Context: an optimization exercise on an open-source flow, tuned for small area and a short achievable clock period. The choices shown serve that exercise and are no tape-out recipe. Where RTL was checked, it was by simulation tests only, not by an equivalence proof against the original. Function not checked in run 2: the RTL went through the layout flow alone. Power figures rest on the tool's default switching activity, not on a simulated workload.

==> flow/design.v (outline; a module is shown in full before it is edited, if it fits) <==
// module float_copro_dp: 1529 lines
// module float_copro_enc: 30 lines
// module float_copro_add: 15 lines
// module float_copro: 62 lines
module float_copro
   (
    input  logic        clk,
    input  logic        copro_valid,
    input  logic        copro_accept,
    input  logic [10:0] copro_opcode,
    input  logic [31:0] copro_op0,
    input  logic [31:0] copro_op1,
    output logic        copro_complete,
    output logic [31:0] copro_result
    );
  // ...
==> flow/flow/run.sh <==
#!/bin/bash
# Standard ORFS layout (the standard.sh) with these changes:
#  - after the standard synthesis, flow/fixinv.py removes the inverters that
#    Yosys's full-adder extraction leaves between adder cells (it flips the
#    polarity of adder cells, which are self-dual), and the netlist is loaded
#    from the result;
#  - then flow/ksadd.py replaces the gates that add the upper result bits in
#    stage 2 (from the hs_r/hc_r propagate/generate registers and cy_r) by a
#    Kogge-Stone adder (kept only if Yosys proves the two netlists
#    equivalent);
#  - then flow/faexp.py rebuilds the full adders of the last tree levels
#    (depth 3 and more) from xor2 and maj3 cells, which are faster;
#  - ports are buffered with buf_1 cells (the standard flow picks a larger
#    delay cell); the resizer still sizes them up where timing needs it;
set -euo pipefail
MARGIN=${MARGIN:-9.6}
SPLIT=21      # S of gen/gen.py: result bits below it come from lo_r
R=orfs/results/$FLOW_PLATFORM/float_copro/base
bash standard.sh synth > log_synth.txt 2>&1
cp $R/1_2_yosys.v $R/1_2_yosys_orig.v
python3 flow/fixinv.py $R/1_2_yosys_orig.v $R/1_2_yosys_fixinv.v > log_fixinv.txt 2>&1
python3 flow/xorbal.py $R/1_2_yosys_fixinv.v $R/1_2_yosys_xorbal.v > log_xorbal.txt 2>&1
python3 flow/ksadd.py $R/1_2_yosys_xorbal.v $R/1_2_yosys_ksadd.v $SPLIT > log_ksadd.txt 2>&1
# keep the Kogge-Stone netlist only if Yosys proves it equivalent to the one before
LIB=$FLOW_HOME/platforms/$FLOW_PLATFORM/lib/sky130_fd_sc_hd__tt_025C_1v80.lib
cat > eq_ksadd.ys <<EOT
read_liberty -overwrite -ignore_miss_func $LIB
read_verilog $R/1_2_yosys_xorbal.v
rename float_copro gold
read_verilog $R/1_2_yosys_ksadd.v
rename float_copro gate
flatten gold gate
opt_clean
equiv_make gold gate eq
hierarchy -top eq
equiv_simple -seq 1
equiv_status -assert
EOT
if $FLOW_HOME/../tools/install/yosys/bin/yosys -q -s eq_ksadd.ys > log_eq_ksadd.txt 2>&1; then
  cp $R/1_2_yosys_ksadd.v $R/1_2_yosys_s2.v
else
  echo "ksadd netlist not proved equivalent; using the one before" >> log_eq_ksadd.txt
  cp $R/1_2_yosys_xorbal.v $R/1_2_yosys_s2.v
fi
python3 flow/faexp.py $R/1_2_yosys_s2.v $R/1_2_yosys.v 3 > log_faexp.txt 2>&1
rm -f $R/1_synth.odb $R/1_synth.sdc
bash standard.sh synth > log_synth_odb.txt 2>&1
for step in floorplan place cts route finish; do
  bash standard.sh SETUP_SLACK_MARGIN=$MARGIN \
    "BUFFER_PORTS_ARGS=-buffer_cell sky130_fd_sc_hd__buf_1" $step > log_$step.txt 2>&1
done
==> flow/flow/faexp.py <==
#!/usr/bin/env python3
"""Replace the full-adder cells of the last adder-tree levels by faster gates.

A sky130 full-adder cell is compact but slow from its inputs to SUM.  The
last levels of the product's adder tree lie on the longest paths of the
multiplier stage, so this script rebuilds each full adder whose depth (in
full adders from the registers) is at least MINDEPTH from two xor2 cells for
the sum and a maj3 cell for the carry.
Usage: faexp.py IN.v OUT.v MINDEPTH"""
import re, sys

inp, outp, mind = sys.argv[1], sys.argv[2], int(sys.argv[3])
LIB = "sky130_fd_sc_hd__"
OUTPINS = {"X", "Y", "Q", "Q_N", "COUT", "SUM", "HI", "LO"}
src = open(inp).read()
m = re.search(r"^\s*" + LIB, src, re.M)
head, body = src[:m.start()], src[m.start():]
end = body.rindex("endmodule")
tail, body = body[end:], body[:end]
inst_re = re.compile(r"\s*(" + LIB + r"\w+)\s+(\S+)\s*\((.*?)\);\s*", re.S)
pin_re = re.compile(r"\.(\w+)\(\s*(.*?)\s*\)\s*(?:,|$)", re.S)
cells, order = {}, []
pos = 0
while pos < len(body):
    mm = inst_re.match(body, pos)
    if not mm:
        if body[pos:].strip():
            sys.exit("unparsed netlist text: " + body[pos:pos + 200])
        break
    typ, name, pins = mm.groups()
    cells[name] = [typ, {p: n.strip() for p, n in pin_re.findall(pins.strip())}]
    order.append(name)
    pos = mm.end()
drv = {}
for c, (t, pm) in cells.items():
    for p, n in pm.items():
        if p in OUTPINS:
            drv[n] = c
def base(c):
    return cells[c][0][len(LIB):]
sys.setrecursionlimit(10000)
memo = {}
def depth(n):
    """full adders on the longest path from a register to net n"""
    if n in memo:
        return memo[n]
    memo[n] = 0
    c = drv.get(n)
    if c is None or base(c).startswith("df"):
        return 0
    d = max([depth(x) for p, x in cells[c][1].items() if p not in OUTPINS] + [0])
    if base(c).startswith("fa_"):
        d += 1
    memo[n] = d
    return d
fadepth = {c: depth(cells[c][1]["SUM"]) for c in order if base(c).startswith("fa_")}
nid = [0]
wires = []
count = 0
for c in list(order):
    if c not in cells or not base(c).startswith("fa_"):
        continue
    pm = cells[c][1]
    if fadepth[c] < mind:
        continue
    a, b, ci = pm["A"], pm["B"], pm["CIN"]
    nid[0] += 1
    t = f"_faexp_n{nid[0]}_"
    wires.append(t)
    del cells[c]
    cells[c + "_x1"] = [LIB + "xor2_1", {"A": a, "B": b, "X": t}]
    cells[c + "_x2"] = [LIB + "xor2_1", {"A": t, "B": ci, "X": pm["SUM"]}]
    cells[c + "_mj"] = [LIB + "maj3_1", {"A": a, "B": b, "C": ci, "X": pm["COUT"]}]
    order += [c + "_x1", c + "_x2", c + "_mj"]
    count += 1
def esc(n):
    return n + " " if n.startswith("\\") else n
def cname(n):
    return n if not n.startswith("\\") else n + " "
out = [head]
for w in wires:
    out.append(f"  wire {w};\n")
for c in order:
    if c in cells:
        t, pm = cells[c]
        out.append(f"  {t} {cname(c)} (\n" + ",\n".join(f"    .{p}({esc(n)})" for p, n in pm.items()) + "\n  );\n")
out.append(tail)
open(outp, "w").write("".join(out))
print(f"faexp: {count} full adders of depth >= {mind} rebuilt from gates", file=sys.stderr)
==> flow/flow/fixinv.py <==
#!/usr/bin/env python3
"""Remove inverters around full adders in a Yosys-written gate netlist.

A full adder is self-dual: FA(~a, ~b, ~c) = (~cout, ~sum).  Yosys's extract_fa
leaves many inverters between adder cells.  This script chooses a polarity for
every full-adder cell (all its pins inverted or not) and for every xor2/xnor2
cell (an xor2 is an xnor2 with its output inverted), so that as few signals as
possible are needed in both polarities, and rebuilds the netlist with one
inverter for each signal that is.  Usage: fixinv.py IN.v OUT.v"""
import re, sys, random, math

LIB = "sky130_fd_sc_hd__"
OUTPINS = {"X", "Y", "Q", "Q_N", "COUT", "SUM", "HI", "LO"}

src = open(sys.argv[1]).read()
m = re.search(r"^\s*" + LIB, src, re.M)
head, body = src[:m.start()], src[m.start():]
end = body.rindex("endmodule")
tail, body = body[end:], body[:end]

inst_re = re.compile(r"\s*(" + LIB + r"\w+)\s+(\S+)\s*\((.*?)\);\s*", re.S)
pin_re = re.compile(r"\.(\w+)\(\s*(.*?)\s*\)\s*(?:,|$)", re.S)
cells, order = {}, []
pos = 0
while pos < len(body):
    mm = inst_re.match(body, pos)
    if not mm:
        if body[pos:].strip():
            sys.exit("unparsed netlist text: " + body[pos:pos + 200])
        break
    typ, name, pins = mm.groups()
    cells[name] = [typ, {p: n.strip() for p, n in pin_re.findall(pins.strip())}]
    order.append(name)
    pos = mm.end()

ports = set()
for mo in re.finditer(r"^\s*(?:output|input)\s+(\[\d+:\d+\]\s*)?(\S+)\s*;", head, re.M):
    rng, nm = mo.groups()
    if rng:
        a, b = map(int, re.findall(r"\d+", rng))
        ports.update(f"{nm}[{i}]" for i in range(min(a, b), max(a, b) + 1))
    ports.add(nm)

def kind(c):
    t = cells[c][0][len(LIB):]
    if t.startswith("inv_") or t.startswith("clkinv_"):
        return "inv"
    if t.startswith("fa_"):
        return "fa"
    if t.startswith("xor2_") or t.startswith("xnor2_"):
        return "x2"
    return "other"

drv, lds = {}, {}
for c, (t, pm) in cells.items():
    for p, n in pm.items():
        (drv.__setitem__(n, (c, p)) if p in OUTPINS else lds.setdefault(n, []).append((c, p)))

# root of every net through inverter chains
def root(n):
    par = 0
    seen = 0
    while n in drv and kind(drv[n][0]) == "inv" and seen < 50:
        n = cells[drv[n][0]][1]["A"]
        par ^= 1
        seen += 1
    return n, par

invs = [c for c in cells if kind(c) == "inv"]
roots = {}   # root net -> {"loads": [(cell, pin, par)], "names": {par: name}}
def R(r):
    return roots.setdefault(r, {"loads": [], "names": {0: r}})
for n in set(list(drv) + list(lds)):
    if n in drv and kind(drv[n][0]) == "inv":
        r, par = root(n)
        R(r)["names"].setdefault(par, n)
for c in cells:
    if kind(c) == "inv":
        continue
    for p, n in cells[c][1].items():
        if p in OUTPINS:
            continue
        r, par = root(n)
        R(r)["loads"].append((c, p, par))
for r, d in roots.items():
    for par, name in list(d["names"].items()):
        pass
port_need = {}
for pn in ports:
    if pn in drv or pn in lds:
        r, par = root(pn)
        if r in roots or pn in drv:
            R(r)
            if roots[r]["names"].get(par) not in (None, pn):
                # two names of the same phase, one a port: keep as is by making the
                # port a separate load that needs that phase
                pass
            roots[r]["names"][par] = pn
            port_need.setdefault(r, set()).add(par)

flip = {c: 0 for c in cells if kind(c) in ("fa", "x2")}
def drvflip(r):
    d = drv.get(r)
    if d is None:
        return 0
    c = d[0]
    return flip.get(c, 0)

def loadflip(c):
    return flip.get(c, 0) if kind(c) == "fa" else 0

def cost_root(r):
    d = roots[r]
    s = drvflip(r)
    need = set()
    for c, p, par in d["loads"]:
        need.add(par ^ loadflip(c) ^ s)
    for par in port_need.get(r, ()):
        need.add(par ^ s)
    return 1 if len(need) > 1 or (need == {1}) else 0
# note: need == {1} alone means every load wants the other phase: 1 inverter

cell_roots = {}
for r, d in roots.items():
    if r in drv:
        cell_roots.setdefault(drv[r][0], set()).add(r)
    for c, p, par in d["loads"]:
        cell_roots.setdefault(c, set()).add(r)

def total():
    return sum(cost_root(r) for r in roots)

start_inv = len(invs)
best = total()
cur = best
bestflip = dict(flip)
vars_ = list(flip)
random.seed(1)
T = 1.0
N = 60000
for it in range(N):
    T = 1.0 * (1 - it / N) + 0.02
    c = random.choice(vars_)
    rs = cell_roots.get(c, ())
    before = sum(cost_root(r) for r in rs)
    flip[c] ^= 1
    after = sum(cost_root(r) for r in rs)
    dlt = after - before
    if dlt <= 0 or random.random() < math.exp(-dlt / T):
        cur += dlt
        if cur < best:
            best = cur
            bestflip = dict(flip)
    else:
        flip[c] ^= 1
flip = bestflip

# rebuild
for c in invs:
    del cells[c]
newid = [0]
new_wires = []
def fresh(base):
    newid[0] += 1
    n = f"_fixinv_{newid[0]}_"
    new_wires.append(n)
    return n
ninv = 0
for r, d in roots.items():
    s = drvflip(r)
    names = dict(d["names"])
    if r in drv:
        # driver output now carries phase s
        pass
    need = {}
    for c, p, par in d["loads"]:
        ph = par ^ loadflip(c)
        need.setdefault(ph, []).append((c, p))
    for par in port_need.get(r, ()):
        need.setdefault(par, [])
    if not need:
        continue
    # the driven net: name of phase s
    if s not in names:
        names[s] = fresh(r)
    if r in drv:
        c, p = drv[r]
        cells[c][1][p] = names[s]
    for ph, lst in need.items():
        if ph not in names:
            names[ph] = fresh(r)
        for c, p in lst:
            cells[c][1][p] = names[ph]
        if ph != s:
            newid[0] += 1
            nm = f"_fixinv_i{newid[0]}_"
            cells[nm] = [LIB + "inv_1", {"A": names[s], "Y": names[ph]}]
            order.append(nm)
            ninv += 1
for c in cells:
    if kind(c) == "fa" and flip[c]:
        pass  # pins already rewired by phase; the cell itself is unchanged

for c in list(cells):
    if kind(c) == "x2" and flip[c]:
        t = cells[c][0]
        pm = cells[c][1]
        if "xnor2_" in t:
            cells[c][0] = t.replace("xnor2_", "xor2_")
            pm["X"] = pm.pop("Y")
        else:
            cells[c][0] = t.replace("xor2_", "xnor2_")
            pm["Y"] = pm.pop("X")
out = [head]
for w in new_wires:
    out.append(f"  wire {w};\n")
for c in order:
    if c in cells:
        t, pm = cells[c]
        out.append(f"  {t} {c} (\n" + ",\n".join(f"    .{p}({n}{' ' if n.startswith(chr(92)) else ''})" for p, n in pm.items()) + "\n  );\n")
out.append(tail)
open(sys.argv[2], "w").write("".join(out))
print(f"fixinv: inverters {start_inv} -> {ninv} (model {best}); flipped {sum(flip.values())} cells",
      file=sys.stderr)
==> flow/flow/ksadd.py <==
#!/usr/bin/env python3
"""Rebuild the adder in front of the upper result bits as a Kogge-Stone adder.

In stage 2, copro_result[S+i] = p_i ^ carry_i, where p_i (register hs_r[i])
and g_i (register hc_r[i]) are the propagate/generate pairs of the upper
bits and the carry into them starts with cy_r.  ABC maps this adder as
slack permits in its own view, which ignores the output delay.  This script
removes the gates in the fan-in of those output ports and puts in a
Kogge-Stone prefix tree of alternating a21oi/o21ai and nand2/nor2 cells.
With MODE sc the registers hs_r/hc_r hold the two carry-save rows instead,
and the propagate/generate pairs are formed here first.
Usage: ksadd.py IN.v OUT.v S [pg|sc]"""
import re, sys

inp, outp, S = sys.argv[1], sys.argv[2], int(sys.argv[3])
MODE = sys.argv[4] if len(sys.argv) > 4 else "pg"
LIB = "sky130_fd_sc_hd__"
OUTPINS = {"X", "Y", "Q", "Q_N", "COUT", "SUM", "HI", "LO"}
src = open(inp).read()
m = re.search(r"^\s*" + LIB, src, re.M)
head, body = src[:m.start()], src[m.start():]
end = body.rindex("endmodule")
tail, body = body[end:], body[:end]
inst_re = re.compile(r"\s*(" + LIB + r"\w+)\s+(\S+)\s*\((.*?)\);\s*", re.S)
pin_re = re.compile(r"\.(\w+)\(\s*(.*?)\s*\)\s*(?:,|$)", re.S)
cells, order = {}, []
pos = 0
while pos < len(body):
    mm = inst_re.match(body, pos)
    if not mm:
        if body[pos:].strip():
            sys.exit("unparsed netlist text: " + body[pos:pos + 200])
        break
    typ, name, pins = mm.groups()
    cells[name] = [typ, {p: n.strip() for p, n in pin_re.findall(pins.strip())}]
    order.append(name)
    pos = mm.end()
drv, lds = {}, {}
for c, (t, pm) in cells.items():
    for p, n in pm.items():
        (drv.__setitem__(n, c) if p in OUTPINS else lds.setdefault(n, []).append(c))

def base(c):
    return cells[c][0][len(LIB):]

pq, gq, cy = {}, {}, None
for c, (t, pm) in cells.items():
    if not base(c).startswith("dfxtp"):
        continue
    nm = c.lstrip("\\")
    mo = re.match(r"hs_r\[(\d+)\]", nm)
    if mo:
        pq[int(mo.group(1))] = pm["Q"]
    mo = re.match(r"hc_r\[(\d+)\]", nm)
    if mo:
        gq[int(mo.group(1))] = pm["Q"]
    if nm.startswith("cy_r"):
        cy = pm["Q"]
H = 32 - S
assert cy and all(i in pq for i in range(H)), (cy, sorted(pq))
outs = [f"copro_result[{S + i}]" for i in range(H)]

# gates in the fan-in of the upper outputs, back to registers
cone, stack = set(), list(outs)
while stack:
    n = stack.pop()
    c = drv.get(n)
    if c is None or c in cone or base(c).startswith("df"):
        continue
    cone.add(c)
    stack += [x for p, x in cells[c][1].items() if p not in OUTPINS]
for c in cone:
    for p, n in cells[c][1].items():
        if p in OUTPINS:
            for l in lds.get(n, []):
                assert l in cone, f"{c} also feeds {l}"
for c in cone:
    del cells[c]

nid = [0]
wires = []
def net():
    nid[0] += 1
    w = f"_ksadd_n{nid[0]}_"
    wires.append(w)
    return w
def cell(typ, pins):
    nid[0] += 1
    nm = f"_ksadd_c{nid[0]}_"
    cells[nm] = [LIB + typ, pins]
    order.append(nm)
def inv(s):
    y = net()
    cell("inv_1", {"A": s, "Y": y})
    return y

# propagate/generate of every upper bit, as (net, inverted)
pbit, gbit = {}, {}
for i in range(H):
    if MODE == "pg" or i not in gq:
        pbit[i] = (pq[i], 0)
        gbit[i] = (gq[i], 0) if (MODE == "pg" and i in gq) else (None, 0)
    else:
        y = net()
        cell("xnor2_1", {"A": pq[i], "B": gq[i], "Y": y})
        pbit[i] = (y, 1)
        y = net()
        cell("nand2_1", {"A": pq[i], "B": gq[i], "Y": y})
        gbit[i] = (y, 1)
# node k: position 0 = carry in (g = cy, p = 0), position k = bit k-1
G = [(cy, 0)] + [gbit[k - 1] for k in range(1, H)]
P = [None] + [pbit[k - 1] for k in range(1, H)]
def topol(sig, want):
    s, pol = sig
    return s if pol == want else inv(s)
d = 1
while d < H:
    nG, nP = list(G), list(P)
    for k in range(d, H):
        gk, pk, gj = G[k], P[k], G[k - d]
        if pk is None or gj[0] is None:
            continue       # propagate 0 or nothing to pass on: G unchanged
        if gk[0] is None:  # generate 0: G = P_k & G_j
            pol = pk[1]
            a, b = topol(pk, pol), topol(gj, pol)
            y = net()
            cell("nand2_1" if pol == 0 else "nor2_1", {"A": a, "B": b, "Y": y})
            nG[k] = (y, 1 - pol)
        else:
            pol = gk[1]
            a1, a2, b1 = topol(pk, pol), topol(gj, pol), gk[0]
            y = net()
            cell("a21oi_1" if pol == 0 else "o21ai_1", {"A1": a1, "A2": a2, "B1": b1, "Y": y})
            nG[k] = (y, 1 - pol)
        pj = P[k - d]
        if pj is None:
            nP[k] = None
        else:
            pol = pk[1]
            a, b = topol(pk, pol), topol(pj, pol)
            y = net()
            cell("nand2_1" if pol == 0 else "nor2_1", {"A": a, "B": b, "Y": y})
            nP[k] = (y, 1 - pol)
    G, P = nG, nP
    d *= 2
for i in range(H):
    c, pol = G[i]
    pn, ppol = pbit[i]
    if c is None:
        cell("buf_1" if ppol == 0 else "inv_1", {"A": pn, ("X" if ppol == 0 else "Y"): outs[i]})
    elif pol == ppol:
        cell("xor2_1", {"A": pn, "B": c, "X": outs[i]})
    else:
        cell("xnor2_1", {"A": pn, "B": c, "Y": outs[i]})

ndrv = {}
for c, (t, pm) in cells.items():
    for p, n in pm.items():
        if p in OUTPINS:
            ndrv[n] = ndrv.get(n, 0) + 1
assert all(v == 1 for v in ndrv.values()), "a net with two drivers"
assert all(ndrv.get(o) == 1 for o in outs)

def esc(n):
    return n + " " if n.startswith("\\") else n
out = [head]
for w in wires:
    out.append(f"  wire {w};\n")
for c in order:
    if c in cells:
        t, pm = cells[c]
        out.append(f"  {t} {c} (\n" + ",\n".join(f"    .{p}({esc(n)})" for p, n in pm.items()) + "\n  );\n")
out.append(tail)
open(outp, "w").write("".join(out))
print(f"ksadd: replaced {len(cone)} gates by a {H}-bit Kogge-Stone adder", file=sys.stderr)
==> flow/flow/xorbal.py <==
#!/usr/bin/env python3
"""Rebalance xor trees in a gate netlist by estimated arrival time.

ABC sees the logic between full-adder cells with every input arriving at the
same time, so the parity of the top product column (an xor of many adder
outputs) often has its latest inputs at the bottom of the tree.  This pass
finds every tree of xor2/xnor2/xor3/xnor3 cells (each inner cell feeding only
the next one), estimates when each leaf signal arrives with a coarse delay
model, and rebuilds the tree from xor2 cells, always joining the two earliest
signals (an xnor2 at the root when the parity is inverted).
Usage: xorbal.py IN.v OUT.v"""
import re, sys

LIB = "sky130_fd_sc_hd__"
OUTPINS = {"X", "Y", "Q", "Q_N", "COUT", "SUM", "HI", "LO"}

src = open(sys.argv[1]).read()
m = re.search(r"^\s*" + LIB, src, re.M)
head, body = src[:m.start()], src[m.start():]
end = body.rindex("endmodule")
tail, body = body[end:], body[:end]
inst_re = re.compile(r"\s*(" + LIB + r"\w+)\s+(\S+)\s*\((.*?)\);\s*", re.S)
pin_re = re.compile(r"\.(\w+)\(\s*(.*?)\s*\)\s*(?:,|$)", re.S)
cells, order = {}, []
pos = 0
while pos < len(body):
    mm = inst_re.match(body, pos)
    if not mm:
        if body[pos:].strip():
            sys.exit("unparsed netlist text: " + body[pos:pos + 200])
        break
    typ, name, pins = mm.groups()
    cells[name] = [typ, {p: n.strip() for p, n in pin_re.findall(pins.strip())}]
    order.append(name)
    pos = mm.end()
ports = set()
for mo in re.finditer(r"^\s*(?:output|input)\s+(\[\d+:\d+\]\s*)?(\S+)\s*;", head, re.M):
    rng, nm = mo.groups()
    if rng:
        a, b = map(int, re.findall(r"\d+", rng))
        ports.update(f"{nm}[{i}]" for i in range(min(a, b), max(a, b) + 1))
    ports.add(nm)

def base(c):
    return re.sub(r"_\d+$", "", cells[c][0][len(LIB):])

XOR = {"xor2": (["A", "B"], "X", 0), "xnor2": (["A", "B"], "Y", 1),
       "xor3": (["A", "B", "C"], "X", 0), "xnor3": (["A", "B", "C"], "X", 1)}

def build():
    drv, lds = {}, {}
    for c, (t, pm) in cells.items():
        for p, n in pm.items():
            if p in OUTPINS:
                drv[n] = (c, p)
            else:
                lds.setdefault(n, []).append((c, p))
    return drv, lds
drv, lds = build()

DELAY = {"fa": {"SUM": 0.5, "COUT": 0.42}, "ha": {"SUM": 0.3, "COUT": 0.25},
         "dfxtp": {"Q": 0.4}, "xor2": 0.2, "xnor2": 0.2, "xor3": 0.35, "xnor3": 0.35,
         "inv": 0.07, "buf": 0.15, "clkbuf": 0.15}
memo = {}
def arrival(n, depth=0):
    if n in memo:
        return memo[n]
    d = drv.get(n)
    if d is None or depth > 400:
        return 0.0
    c, p = d
    b = base(c)
    dl = DELAY.get(b, 0.2)
    if isinstance(dl, dict):
        dl = dl.get(p, 0.3)
    dl += 0.02 * len(lds.get(n, []))
    if b.startswith("dfxtp") or b.startswith("dfrtp"):
        t = dl
    else:
        t = dl + max([arrival(x, depth + 1) for q, x in cells[c][1].items()
                      if q not in OUTPINS] + [0.0])
    memo[n] = t
    return t

def is_x(c):
    return c in cells and base(c) in XOR

def inner(c):
    """c is an inner node: its output feeds exactly one load, an xor cell."""
    out = cells[c][1][XOR[base(c)][1]]
    l = lds.get(out, [])
    return out not in ports and len(l) == 1 and is_x(l[0][0])

sys.setrecursionlimit(10000)
for n in list(drv):
    arrival(n)
QUANT = 0.8
roots = [c for c in order if is_x(c) and not inner(c)]
newid = [0]
new_wires = []
changed = 0
for r in roots:
    leaves, parity, members = [], 0, []
    stack = [r]
    while stack:
        c = stack.pop()
        members.append(c)
        ins, out, inv = XOR[base(c)]
        parity ^= inv
        for p in ins:
            n = cells[c][1][p]
            d = drv.get(n)
            if d and is_x(d[0]) and inner(d[0]) and d[0] not in members:
                stack.append(d[0])
            else:
                # an inverter in front of the tree only flips its parity
                while d and d[0] in cells and base(d[0]) in ("inv", "clkinv"):
                    n = cells[d[0]][1]["A"]
                    parity ^= 1
                    d = drv.get(n)
                leaves.append(n)
    if len(leaves) < 3:
        continue
    # equal leaves cancel
    cnt = {}
    for n in leaves:
        cnt[n] = cnt.get(n, 0) + 1
    leaves = [n for n in cnt for _ in range(cnt[n] % 2)]
    if len(leaves) < 2:
        continue
    # arrival estimates are coarse: quantize them so that leaves of about the
    # same arrival are joined in balanced trees rather than chains
    items = sorted((round(arrival(n) / QUANT) * QUANT, n) for n in leaves)
    rout = cells[r][1][XOR[base(r)][1]]
    for c in members:
        del cells[c]
    while len(items) > 1:
        (t0, x), (t1, y) = items[0], items[1]
        items = items[2:]
        last = not items
        newid[0] += 1
        nm = f"_xorbal_{newid[0]}_"
        if last:
            o = rout
            typ = "xnor2_1" if parity else "xor2_1"
        else:
            o = f"_xorbal_n{newid[0]}_"
            new_wires.append(o)
            typ = "xor2_1"
        cells[nm] = [LIB + typ, {"A": x, "B": y, ("Y" if typ.startswith("xnor") else "X"): o}]
        order.append(nm)
        items.append((max(t0, t1) + 0.2, o))
        items.sort()
    changed += 1

# drop inverters left without loads
while True:
    drv, lds = build()
    dead = [c for c in cells if base(c) in ("inv", "clkinv")
            and not lds.get(cells[c][1]["Y"]) and cells[c][1]["Y"] not in ports]
    if not dead:
        break
    for c in dead:
        del cells[c]

out = [head]
for w in new_wires:
    out.append(f"  wire {w};\n")
for c in order:
    if c in cells:
        t, pm = cells[c]
        out.append(f"  {t} {c} (\n" + ",\n".join(
            f"    .{p}({n}{' ' if n.startswith(chr(92)) else ''})" for p, n in pm.items()) + "\n  );\n")
out.append(tail)
open(sys.argv[2], "w").write("".join(out))
print(f"xorbal: rebuilt {changed} xor trees", file=sys.stderr)
==> flow/standard.sh <==
#!/bin/bash
# synth_recipe.tcl (not shown) runs the flow's synth.tcl, then flattens the netlist and writes it again
# the make line also repeats each setting of config.mk as NAME=value (left out here)
make -C /OpenROAD-flow-scripts/flow DESIGN_CONFIG=/design/flow/config.mk WORK_HOME=/design/flow/orfs CLKGATE_MAP_FILE= SYNTH_SCRIPT=/design/flow/synth_recipe.tcl "${@:-finish}"
==> flow/config.mk <==
export PLATFORM = sky130hd
export DESIGN_NAME = float_copro
export DESIGN_NICKNAME = float_copro
export VERILOG_FILES = /design/flow/design.v
export SDC_FILE = /design/flow/constraint.sdc
export NUM_CORES = 4
export LEC_CHECK = 0
export CAP_MARGIN = 20
export CORE_MARGIN = 2
export CORE_UTILIZATION = 65
export SLEW_MARGIN = 20
==> flow/constraint.sdc <==
create_clock -name core_clock -period 14.0 [get_ports {clk}]
set_input_delay 2.8000 -clock core_clock [delete_from_list [all_inputs] [get_ports {clk}]]
set_output_delay 2.8000 -clock core_clock [all_outputs]
set_load 0.01 [all_outputs]
==> summary.txt, run 1 <==
Outcome
The flow ran to the end and the layout has no timing, DRC or antenna violations.

Worst setup path
The kind of cell with the highest combined delay along the critical path is compound AO/OA/AOI/OAI gates. The worst setup slack for register-to-register paths is 9.67 ns. The capture instance of the worst register-to-register path is lo_r[19]$_DFF_P_. On the critical path, the stage with the largest delay is an instance of dfxtp_4.

STA
Setup repair after global routing could not meet its margin everywhere.

Detailed routing
The routed wire length per instance is 22.09 um. The final wirelength is around 44000 um. The detailed router put a total of 18660 um of wire on met1. The total DRC errors in the routed layout is 0. Detailed routing placed a total of 19780 um of wire on met2.

Pwr
VDD sags by at most 0.0001742 V. For this design the total switching power over the nets is 1471 uW. The combinational cell fraction of total power is 64.1%. The largest part of the power goes to combinational cells.

Final layout
The layout multi-input combinational cell count is 1304. In the finished layout, the clock tree contains a buffer count of 18. Compared with the post-synthesis result, the final layout area differs by 9.671%.

The non-clock inverters instantiated in the layout total 18. The relative area of non-clock buffer cells in the final design is 4.337%. The share of cell area taken by flip-flops and latches is 19.02%.

CTS
After clock tree synthesis, the flow added hold-fix buffers numbering 0. After clock tree synthesis, the setup repair step added 4 buffers.

Yosys
The total number of yosys warnings is 1.

Global routing
Entering global routing, the biggest net connects 51 pins. The residual overflow from global routing is 0. Global routing used 54.05% of the available met2 tracks.

Floorplanning
The floorplan step defined a die boundary enclosing 25550 um2.

Placed design
The placed wire-length estimate is 30080 um.
==> module float_copro, before the edit <==
module float_copro
   (
    input  logic        clk,
    input  logic        copro_valid,
    input  logic        copro_accept,
    input  logic [10:0] copro_opcode,
    input  logic [31:0] copro_op0,
    input  logic [31:0] copro_op1,
    output logic        copro_complete,
    output logic [31:0] copro_result
    );
   wire mul_d    = copro_opcode[1:0] == 2'd2;
   wire addsub_d = !copro_opcode[1];
   wire sub_d    = copro_opcode[1:0] == 2'd1;
   logic        mul_r, as_r;    
   logic [3:0]  cnt;            
   logic [31:0] b_r, c_r;
   logic [15:0] one, two, neg;
   logic [15:0] one_d, two_d, neg_d;
   float_copro_enc encoder (
      .a(copro_op0), .mul(mul_d), .addsub(addsub_d), .sub(sub_d),
      .one(one_d), .two(two_d), .neg(neg_d)
   );
   logic [15:0] one_r, two_r, neg_r;
   assign one = one_r;
   assign two = two_r;
   assign neg = neg_r;
   logic [20:0] lo_d, lo_r;
   logic        cy_d, cy_r;
   logic [10:0] hs_d, hc_d, hs_r, hc_r;
   float_copro_dp datapath (
      .one(one), .two(two), .neg(neg), .b(b_r), .c(c_r),
      .lo(lo_d), .lo_cy(cy_d), .hi_s(hs_d), .hi_c(hc_d)
   );
   always_ff @(posedge clk) begin
      b_r   <= copro_op1;
      mul_r <= mul_d;
      as_r  <= addsub_d;
      one_r <= one_d;
      two_r <= two_d;
      neg_r <= neg_d;
      c_r   <= copro_op0 & {32{addsub_d}};
      lo_r  <= lo_d;
      cy_r  <= cy_d;
      hs_r  <= hs_d;
      hc_r  <= hc_d;
      if (!copro_valid || copro_accept)
         cnt <= 4'd0;
      else if (cnt != 4'd15)
         cnt <= cnt + 4'd1;
   end
   assign copro_complete = mul_r ? cnt >= 4'd2 : as_r ? cnt >= 4'd3 : cnt >= 4'd11;
   wire [11:0] carry;
   assign carry[0] = cy_r;
   genvar i;
   generate
      for (i = 0; i < 11; i = i + 1) begin : hi_carry
         assign carry[i+1] = hc_r[i] | (hs_r[i] & carry[i]);
      end
   endgenerate
   assign copro_result = {hs_r ^ carry[10:0], lo_r};
endmodule
==> run 2, diff against run 1 <==
--- a/flow/design.v
+++ b/flow/design.v
@@ -1,18 +1,18 @@
 module float_copro_dp (
    input  logic [15:0] one,
    input  logic [15:0] two,
    input  logic [15:0] neg,
    input  logic [31:0] b,
    input  logic [31:0] c,
-   output logic [20:0] lo,
+   output logic [18:0] lo,
    output logic        lo_cy,
-   output logic [10:0] hi_s,
-   output logic [10:0] hi_c
+   output logic [12:0] hi_s,
+   output logic [12:0] hi_c
    );
    wire pp0_0;
    wire pp0_1;
    wire pp0_2;
    wire pp0_3;
    wire pp0_4;
    wire pp0_5;
    wire pp0_6;
@@ -1518,19 +1518,19 @@
    assign tx24 = tx22 ^ tx23;
    assign tx25 = fc99 ^ fc142;
    assign tx26 = tx24 ^ tx25;
    assign tx27 = tx26 ^ fc143;
    assign tx28 = tx27 ^ fc168;
    assign tx29 = tx28 ^ fc196;
    wire [31:0] rs = {tx29, fc195, fc194, fc193, fc192, fc191, fc190, fc189, fc188, fc187, fc186, fc185, fc184, fc183, fc182, fc181, fc180, fc179, fc178, fc177, fc176, fc175, fc174, fc173, fc172, fc171, fc170, hc29, hs29, hc28, hc27, pp0_0};
    wire [31:0] rc = {1'b0, fs196, fs195, fs194, fs193, fs192, fs191, fs190, fs189, fs188, fs187, fs186, fs185, fs184, fs183, fs182, fs181, fs180, fs179, fs178, fs177, fs176, fs175, fs174, fs173, fs172, fs171, fs170, fc169, fs169, hs28, hs27};
-   float_copro_add #(.N(21), .CI(0)) lo_add (.a(rs[20:0]), .b(rc[20:0]), .ci(1'b0), .y({lo_cy, lo}));
-   assign hi_s = rs[31:21] ^ rc[31:21];
-   assign hi_c = rs[31:21] & rc[31:21];
+   float_copro_add #(.N(19), .CI(0)) lo_add (.a(rs[18:0]), .b(rc[18:0]), .ci(1'b0), .y({lo_cy, lo}));
+   assign hi_s = rs[31:19] ^ rc[31:19];
+   assign hi_c = rs[31:19] & rc[31:19];
 endmodule
 module float_copro_enc (
    input  logic [31:0] a,
    input  logic        mul,
    input  logic        addsub,
    input  logic        sub,
    output logic [15:0] one,
    output logic [15:0] two,
@@ -1594,19 +1594,19 @@
    float_copro_enc encoder (
       .a(copro_op0), .mul(mul_d), .addsub(addsub_d), .sub(sub_d),
       .one(one_d), .two(two_d), .neg(neg_d)
    );
    logic [15:0] one_r, two_r, neg_r;
    assign one = one_r;
    assign two = two_r;
    assign neg = neg_r;
-   logic [20:0] lo_d, lo_r;
+   logic [18:0] lo_d, lo_r;
    logic        cy_d, cy_r;
-   logic [10:0] hs_d, hc_d, hs_r, hc_r;
+   logic [12:0] hs_d, hc_d, hs_r, hc_r;
    float_copro_dp datapath (
       .one(one), .two(two), .neg(neg), .b(b_r), .c(c_r),
       .lo(lo_d), .lo_cy(cy_d), .hi_s(hs_d), .hi_c(hc_d)
    );
    always_ff @(posedge clk) begin
       b_r   <= copro_op1;
       mul_r <= mul_d;
       as_r  <= addsub_d;
@@ -1619,18 +1619,18 @@
       hs_r  <= hs_d;
       hc_r  <= hc_d;
       if (!copro_valid || copro_accept)
          cnt <= 4'd0;
       else if (cnt != 4'd15)
          cnt <= cnt + 4'd1;
    end
    assign copro_complete = mul_r ? cnt >= 4'd2 : as_r ? cnt >= 4'd3 : cnt >= 4'd11;
-   wire [11:0] carry;
+   wire [13:0] carry;
    assign carry[0] = cy_r;
    genvar i;
    generate
-      for (i = 0; i < 11; i = i + 1) begin : hi_carry
+      for (i = 0; i < 13; i = i + 1) begin : hi_carry
          assign carry[i+1] = hc_r[i] | (hs_r[i] & carry[i]);
       end
    endgenerate
-   assign copro_result = {hs_r ^ carry[10:0], lo_r};
+   assign copro_result = {hs_r ^ carry[12:0], lo_r};
 endmodule
--- a/flow/flow/run.sh
+++ b/flow/flow/run.sh
@@ -8,18 +8,18 @@
 #    stage 2 (from the hs_r/hc_r propagate/generate registers and cy_r) by a
 #    Kogge-Stone adder (kept only if Yosys proves the two netlists
 #    equivalent);
 #  - then flow/faexp.py rebuilds the full adders of the last tree levels
 #    (depth 3 and more) from xor2 and maj3 cells, which are faster;
 #  - ports are buffered with buf_1 cells (the standard flow picks a larger
 #    delay cell); the resizer still sizes them up where timing needs it;
 set -euo pipefail
-MARGIN=${MARGIN:-9.6}
-SPLIT=21      # S of gen/gen.py: result bits below it come from lo_r
+MARGIN=${MARGIN:-9.5}
+SPLIT=19      # S of gen/gen.py: result bits below it come from lo_r
 R=orfs/results/$FLOW_PLATFORM/float_copro/base
 bash standard.sh synth > log_synth.txt 2>&1
 cp $R/1_2_yosys.v $R/1_2_yosys_orig.v
 python3 flow/fixinv.py $R/1_2_yosys_orig.v $R/1_2_yosys_fixinv.v > log_fixinv.txt 2>&1
 python3 flow/xorbal.py $R/1_2_yosys_fixinv.v $R/1_2_yosys_xorbal.v > log_xorbal.txt 2>&1
 python3 flow/ksadd.py $R/1_2_yosys_xorbal.v $R/1_2_yosys_ksadd.v $SPLIT > log_ksadd.txt 2>&1
 # keep the Kogge-Stone netlist only if Yosys proves it equivalent to the one before
 LIB=$FLOW_HOME/platforms/$FLOW_PLATFORM/lib/sky130_fd_sc_hd__tt_025C_1v80.lib
==> summary.txt, run 2 <==
Pwr
The worst voltage drop across the vdd grid came to 0.0001500 V (-14%). Dividing total power by cell area gives a power density of ~180 nW/um2. For this design the static power due to leakage is 0.006828 uW.

Detailed routing
The number of DRC markers in iteration 0 is 1422. The detailed router placed 12.68k vias in this run. In the routed layout, each cell is associated on average with a via count of 6.371. The final wirelength was 43500 um (-0.64%). The total DRC errors in the routed layout was 0 (unchanged). The routed wire length per instance came to 21.86 um (-1.0%). The first detailed-routing pass took 6 iterations. Once detail routing completed, the nets flagged for antenna violations numbered 0.

CTS
The number of levels the H-tree was split into is 4. TritonCTS built the clock tree. For this design, the sink count on the clock tree is 163. The number of buffers added by the clock tree synthesis step is 17. The clock latency of the later-clocked register in the worst-skew pair is 0.45 ns. Counting along the longest clock path gives a buffer depth of 2. The CTS root buffer is clkbuf_16. The count of hold buffers inserted by post-cts repair is 0 (unchanged). After clock tree synthesis, the clock-pin slew on the worst setup and hold paths is 0.09 ns.

Worst setup path
The critical path crosses 6 cells after its start point. In this run the critical register-to-register path is launched from one_r[0]$_DFF_P_. In this run the worst path has a maximum fanout of 2. The critical path goes through ha_4, or2_4, maj3_2, nor2_1, a21oi_1, buf_2.

The kind of launch point of the worst setup path is a flop. The source of the critical timing path is cnt[0]$_SDFFE_PP0P_. The highest-delay cell along the critical path is dfxtp_4. For the worst setup path, the data arrival time is 1.74 ns. STA classifies the critical path endpoint as an output port. Together, buffers and inverters on the worst path number 1. The worst-case reg-to-reg path depth is 14. The kind of cell with the highest combined delay on the critical path is adder cells. At the worst endpoint, the required time is about 11 ns.

The category of the most critical setup path is flop to output port. The largest single stage delay on the critical path is 0.36 ns.

Final layout
At the end of the flow, the number of nets in the layout was 1940. Leaving out fill and tap cells, the most frequent cell in the layout is xnor2_1. The largest registers in the layout are b_r: 32 flops, c_r: 32 flops, lo_r: 19 flops. The layout has 1928 filler cells.

Compared with the post-synthesis result, the final layout area differs by 8.191%. Once layout is complete, the utilization of the core stands at a little under three quarters. Leaving out fill and tap cells, the most frequent cells in the layout are xnor2_1, a22oi_1, xor2_1, dfxtp_1, fa_1.

0 antenna diodes ended up in the layout. The fraction of layout cells with a size suffix above 1 is ~8.8%.

Min path
The kind of path behind the tightest hold check is flop to flop. Counting instances, the worst hold path has a depth of 2. The startpoint identified for the worst hold timing path is cnt[3]$_SDFFE_PP0P_.

Floorplanning
For this configuration, the core starts out at a cell density of 65.83%. The area inside the core boundary is around 24000 um2. During I/O placement, the number of pins put on the boundary was 111. The die width is 160.5 um. The floorplan has 57 rows. From bottom edge to top edge, the die measures about 160 um. The floorplan die area is 25760 um2 (+0.82%).

Placed design
The placed wire-length estimate came to 29750 um (-1.1%). The count of buffers added on input and output ports is 101. At the end of routability-driven placement, the weighted congestion stood at 0.8869.

Global routing
Across every metal layer, demand over resource in global routing totals approximately a third. The number of antenna violations at the first check in global routing was 0. The pin count of the biggest net entering global routing is 51 (unchanged). The number of global-route vias before repair is 12.57k.

The first global-routing pass estimated 68840 um of wire. The residual overflow from global routing is 0 (unchanged).

STA
For the pin with the worst max-slew slack, the measured transition is 0.9022 ns. Setup repair after global routing could not meet its margin everywhere. The largest clock skew in the final design is between 0.02 and 0.025 ns. The final hold violation count is 0. Based on the critical path, the design can be clocked at up to around 0.22 GHz.

The final number of setup-violating endpoints is 0. The number of pins with negative max-slew slack in the final report came to 0. The time the worst path needs with I/O delays and setup is 4.541 ns. The post-route clock period utilization is ~32%. The setup TNS is 0 ns. The worst pin sits at a relative slew slack of around 40%.

Yosys
The total number of yosys warnings was 1 (unchanged). The synthesized cell area is 15920 um2. Counting every net in the synthesized netlist gives 1924. Each instance of the synthesized netlist takes up on average 9.723 um2.

The number of instances in the synthesized netlist is 1637.

Outcome
The flow ran to the end and the layout has no timing, DRC or antenna violations.

Flow run
Max-cap violations in this run came to 0.
[run 2: worst register-to-register path: cells and delay by family (launching register included)]
kind	cells	cell delay (ns)
compound gates	6	1.25
xor+xnor	2	0.32
buf+inv	1	0.37
flops	1	0.32
fa+ha+maj	5	1.96
[run 2: per-layer routing]
metal  GRT usage (%)  up-vias  share of wire, %
met2           53.49      705                45
met5               0        -                 0
met4           12.82        0               3.1
met3           5.475      101               9.1
met1           47.45     6173                43
li1                -     5700                 -
[run 2: area by class of cell]
class	instances	area [um2]	area share [%]
multi-input cells	1316	12130	70.46
inverters	14	52.55	0.3052
flip-flops and latches	163	3316	19.25
clock buffers	17	425.4	2.470
well taps	324	405.4	2.354
repair buffers	141	688.2	3.996
clock inverters	15	200.2	1.163
[run 2: worst paths after layout]
| check | slack, ns | end |
|---|---|---|
| worst max-delay path | 9.46 | copro_complete |
| worst min-delay path | 0.58 | cnt[2]$_SDFFE_PP0P_ |
| worst max register to register | 9.69 | lo_r[16]$_DFF_P_ |
| worst min register to register | 0.58 | cnt[2]$_SDFFE_PP0P_ |
[run 2: what timing repair did]
| action | in CTS | in global routing |
|---|---|---|
| endpoints found under the hold margin | 0 | 0 |
| endpoints found under the setup margin | 10 | 16 |
| buffers inserted | 3 | 4 |
| pin swaps | 3 | 9 |
| resized for setup | 26 | 49 |
[run 2: power by group]
group	internal (uW)	switching, uW
combinational	886	1100
clock	261	246
sequential	580	75.1
[run 2: metrics by stage]
stage	total power [uW]	instances	cell area, um2	hold WS, ns	setup WS (ns)
4_1_cts	3116	1986	17080	0.5687	9.437
3_3_place_gp	2539	1951	16350	0.5457	9.260
2_1_floorplan	2166	1637	15920	0.5066	9.819
5_1_grt	3408	1990	17220	0.6258	9.390
3_5_place_dp	2591	1951	16350	0.5491	9.181
6_report	3148	1990	17220	0.5827	9.459

afterwards: timing with drivers on the ports:
The results above use ideal ports. As a check the final layouts listed here were re-extracted and re-timed, cells and wires unchanged.
Step 1 assumes that a clkbuf_16 drives the clock port and a buf_2 every other input.
Step 2 moves the port delays by t, midway between the first and last clock arrival at a register: inputs arrive t later, outputs are due t later. That takes back most of the time a late clock gives input paths.
a / b / c = ideal / step 1 / step 2; a / b = the first two.
run | t, ns | setup slack, ns | hold WS [ns] | latest minus earliest clock arrival (ns) | cell pins on the clock port's net
run 1 | 0.483 | 9.552 / 9.501 / 9.279 | 0.565 / 0.565 / 0.565 | 0.016 / 0.016 | 1
run 2 | 0.488 | 9.459 / 9.406 / 9.261 | 0.583 / 0.583 / 0.583 | 0.024 / 0.024 | 1
After both steps every run listed still meets setup and hold. For run 1, which loses most, drivers alone change the setup slack by -0.051 ns; drivers and shift together by -0.273 ns.
